From an optimization exercise on the open Yosys and OpenROAD flow, aimed at small area, a short achievable clock period and few clock cycles per item; shortcuts taken in it are not production practice.
The RTL was checked by simulation tests, not by an equivalence proof against the original design.
Power is estimated from default activity; no workload was simulated.

Design converter, start of the top module:
module converter (clk, rst, number_in, valid_in, conv_type, select, reverse, number_out, valid_out);
input clk, rst;
input reverse;
input valid_in;
input [31:0] number_in;
input [1:0]  conv_type;
input [2:0]  select;
output [31:0] number_out;
output valid_out;
wire [5:0] set_in = {conv_type, select, reverse};
reg [31:0] factor_in;
always @* begin
  case (set_in)
    6'b00_000_0: factor_in = 32'h41cb3333; 6'b00_000_1: factor_in = 32'h3d214270;
    6'b00_001_0: factor_in = 32'h40228f5c; 6'b00_001_1: factor_in = 32'h3ec9930c;
    6'b00_010_0: factor_in = 32'h3cd013a9; 6'b00_010_1: factor_in = 32'h421d7afb;
    6'b00_011_0: factor_in = 32'h3e9c0ebf; 6'b00_011_1: factor_in = 32'h4051f944;
    6'b00_100_0: factor_in = 32'h399fcd90; 6'b00_100_1: factor_in = 32'h454d0d70;
    6'b00_101_0: factor_in = 32'h3f6a161e; 6'b00_101_1: factor_in = 32'h3f8bfb83;
    6'b00_110_0: factor_in = 32'h3a6fb458; 6'b00_110_1: factor_in = 32'h4488b3a0;
    6'b00_111_0: factor_in = 32'h3fcdfd8b; 6'b00_111_1: factor_in = 32'h3f1f1349;
    6'b01_000_0: factor_in = 32'h46dd7c00; 6'b01_000_1: factor_in = 32'h3813f27b;
    6'b01_001_0: factor_in = 32'h41e2cccd; 6'b01_001_1: factor_in = 32'h3d107acc;
    6'b01_010_0: factor_in = 32'h43e2cccd; 6'b01_010_1: factor_in = 32'h3b107ab7;
    6'b01_011_0: factor_in = 32'h3ee83e42; 6'b01_011_1: factor_in = 32'h400d17ee;
    6'b01_100_0: factor_in = 32'h40cb35a8; 6'b01_100_1: factor_in = 32'h3e214091;
    6'b01_101_0: factor_in = 32'h424b353f; 6'b01_101_1: factor_in = 32'h3ca140c2;
    6'b01_110_0: factor_in = 32'h4462cccd; 6'b01_110_1: factor_in = 32'h3a907ab7;
    6'b01_111_0: factor_in = 32'h3f683e42; 6'b01_111_1: factor_in = 32'h3f8d17ee;
  ...
Size: roughly 74 I/O pins, ~29000 um^2 of cells after synthesis.
export LEC_CHECK = 0
export CAP_MARGIN = 20
export CORE_MARGIN = 4
export CORE_UTILIZATION = 60
export PLACE_DENSITY = 0.7
export SETUP_SLACK_MARGIN = 3.75
export SLEW_MARGIN = 20
export SYNTH_HIERARCHICAL = 1
create_clock -name core_clock -period 10.0 [get_ports {clk}]
standard.sh (not shown) runs the stock make flow with config.mk's settings and CLKGATE_MAP_FILE= SYNTH_SCRIPT=/design/flow/synth_recipe.tcl, a recipe that flattens the netlist after the stock synthesis.
==> flow/flow/run.sh <==
#!/bin/bash
# The standard layout (the standard.sh: ORFS synthesis through finish, unchanged),
# except that the input and output ports are buffered with buf_2 cells, which the
# timing repair can size, rather than the delay buffers buffer_ports picks by default.
set -euo pipefail
export BUFFER_PORTS_ARGS="-buffer_cell sky130_fd_sc_hd__buf_2"
bash standard.sh > standard.log 2>&1
Testbench counts at the start, summed over its fixed seeds: cycles 3,804, items 2,503.
Change:
==> flow/run.sh (new file) <==
#!/bin/bash
# synth_recipe.tcl (not shown) runs the flow's synth.tcl, then flattens the netlist and writes it again
# the make line also repeats each setting of config.mk as NAME=value (left out here)
make -C /OpenROAD-flow-scripts/flow DESIGN_CONFIG=/design/flow/config.mk WORK_HOME=/design/flow/orfs CLKGATE_MAP_FILE= SYNTH_SCRIPT=/design/flow/synth_recipe.tcl finish
--- a/flow/config.mk
+++ b/flow/config.mk
@@ -10,3 +10,3 @@
-export CORE_UTILIZATION = 60
-export PLACE_DENSITY = 0.7
-export SETUP_SLACK_MARGIN = 3.75
+export CORE_UTILIZATION = 40
+export PLACE_DENSITY = 0.6
+export SETUP_SLACK_MARGIN = 4.0
removed: flow/flow/run.sh
removed: flow/standard.sh
Effect: Setup slack gets better by 0.32 ns; via count hardly moves; clock power went down by about 1%; fmax came out higher by 5.4%; area after synthesis is unchanged; die area grows by 48%; power grows by 5.9%; clock skew is about the same; core utilization shrinks by 15 points; sequential power stays flat; synthesized cell count is unchanged.
Change:
==> flow/flow/run.sh (new file) <==
#!/bin/bash
# The standard layout (the standard.sh: ORFS synthesis through finish, unchanged),
# except that the input and output ports are buffered with buf_2 cells, which the
# timing repair can size, rather than the delay buffers buffer_ports picks by default.
set -euo pipefail
export BUFFER_PORTS_ARGS="-buffer_cell sky130_fd_sc_hd__buf_2"
bash standard.sh > standard.log 2>&1
==> flow/standard.sh (new file) <==
#!/bin/bash
# synth_recipe.tcl (not shown) runs the flow's synth.tcl, then flattens the netlist and writes it again
# the make line also repeats each setting of config.mk as NAME=value (left out here)
make -C /OpenROAD-flow-scripts/flow DESIGN_CONFIG=/design/flow/config.mk WORK_HOME=/design/flow/orfs CLKGATE_MAP_FILE= SYNTH_SCRIPT=/design/flow/synth_recipe.tcl "${@:-finish}"
--- a/flow/config.mk
+++ b/flow/config.mk
@@ -10,2 +10,2 @@
-export CORE_UTILIZATION = 40
-export PLACE_DENSITY = 0.6
+export CORE_UTILIZATION = 60
+export PLACE_DENSITY = 0.7
removed: flow/run.sh
Outcome: Wire length shrinks by 0.79%; total power shrinks by 4.7%; via count grows by 1.1%; combinational power shrinks by about 5%; maximum frequency shrinks by 1.1%; global-route usage grows by 14 points; cell count shrinks by 9.8%; clock power shrinks by 3.9%.

what the ideal ports hide:
Ports are ideal in the flow. The routed layouts listed here were re-timed in OpenROAD. Step 1 sets driving cells, clkbuf_16 on the clock port and buf_2 on the other inputs (assumed; they add their load-dependent delay and slew). Step 2 times the ports against the registers' clock, not the clock port: input delays grow and output delays shrink by t, the midpoint of the rising clock arrivals with the driver on. Three values: no drivers, after step 1, after step 2; two values: the first two.
| run | t (ns) | setup WS [ns] | worst hold slack (ns) |
|---|---|---|---|
| the first run | 0.516 | 3.725 / 3.725 / 3.338 | 0.478 / 0.478 / 0.478 |
| the second run | 0.527 | 4.047 / 4.032 / 3.541 | 0.462 / 0.462 / 0.462 |
| the third run | 0.528 | 3.983 / 4.007 / 3.491 | 0.464 / 0.464 / 0.464 |
After both steps every run listed still meets setup and hold. The setup slack of the second run, which loses most, moves by -0.015 ns with the drivers and by -0.506 ns with both steps.
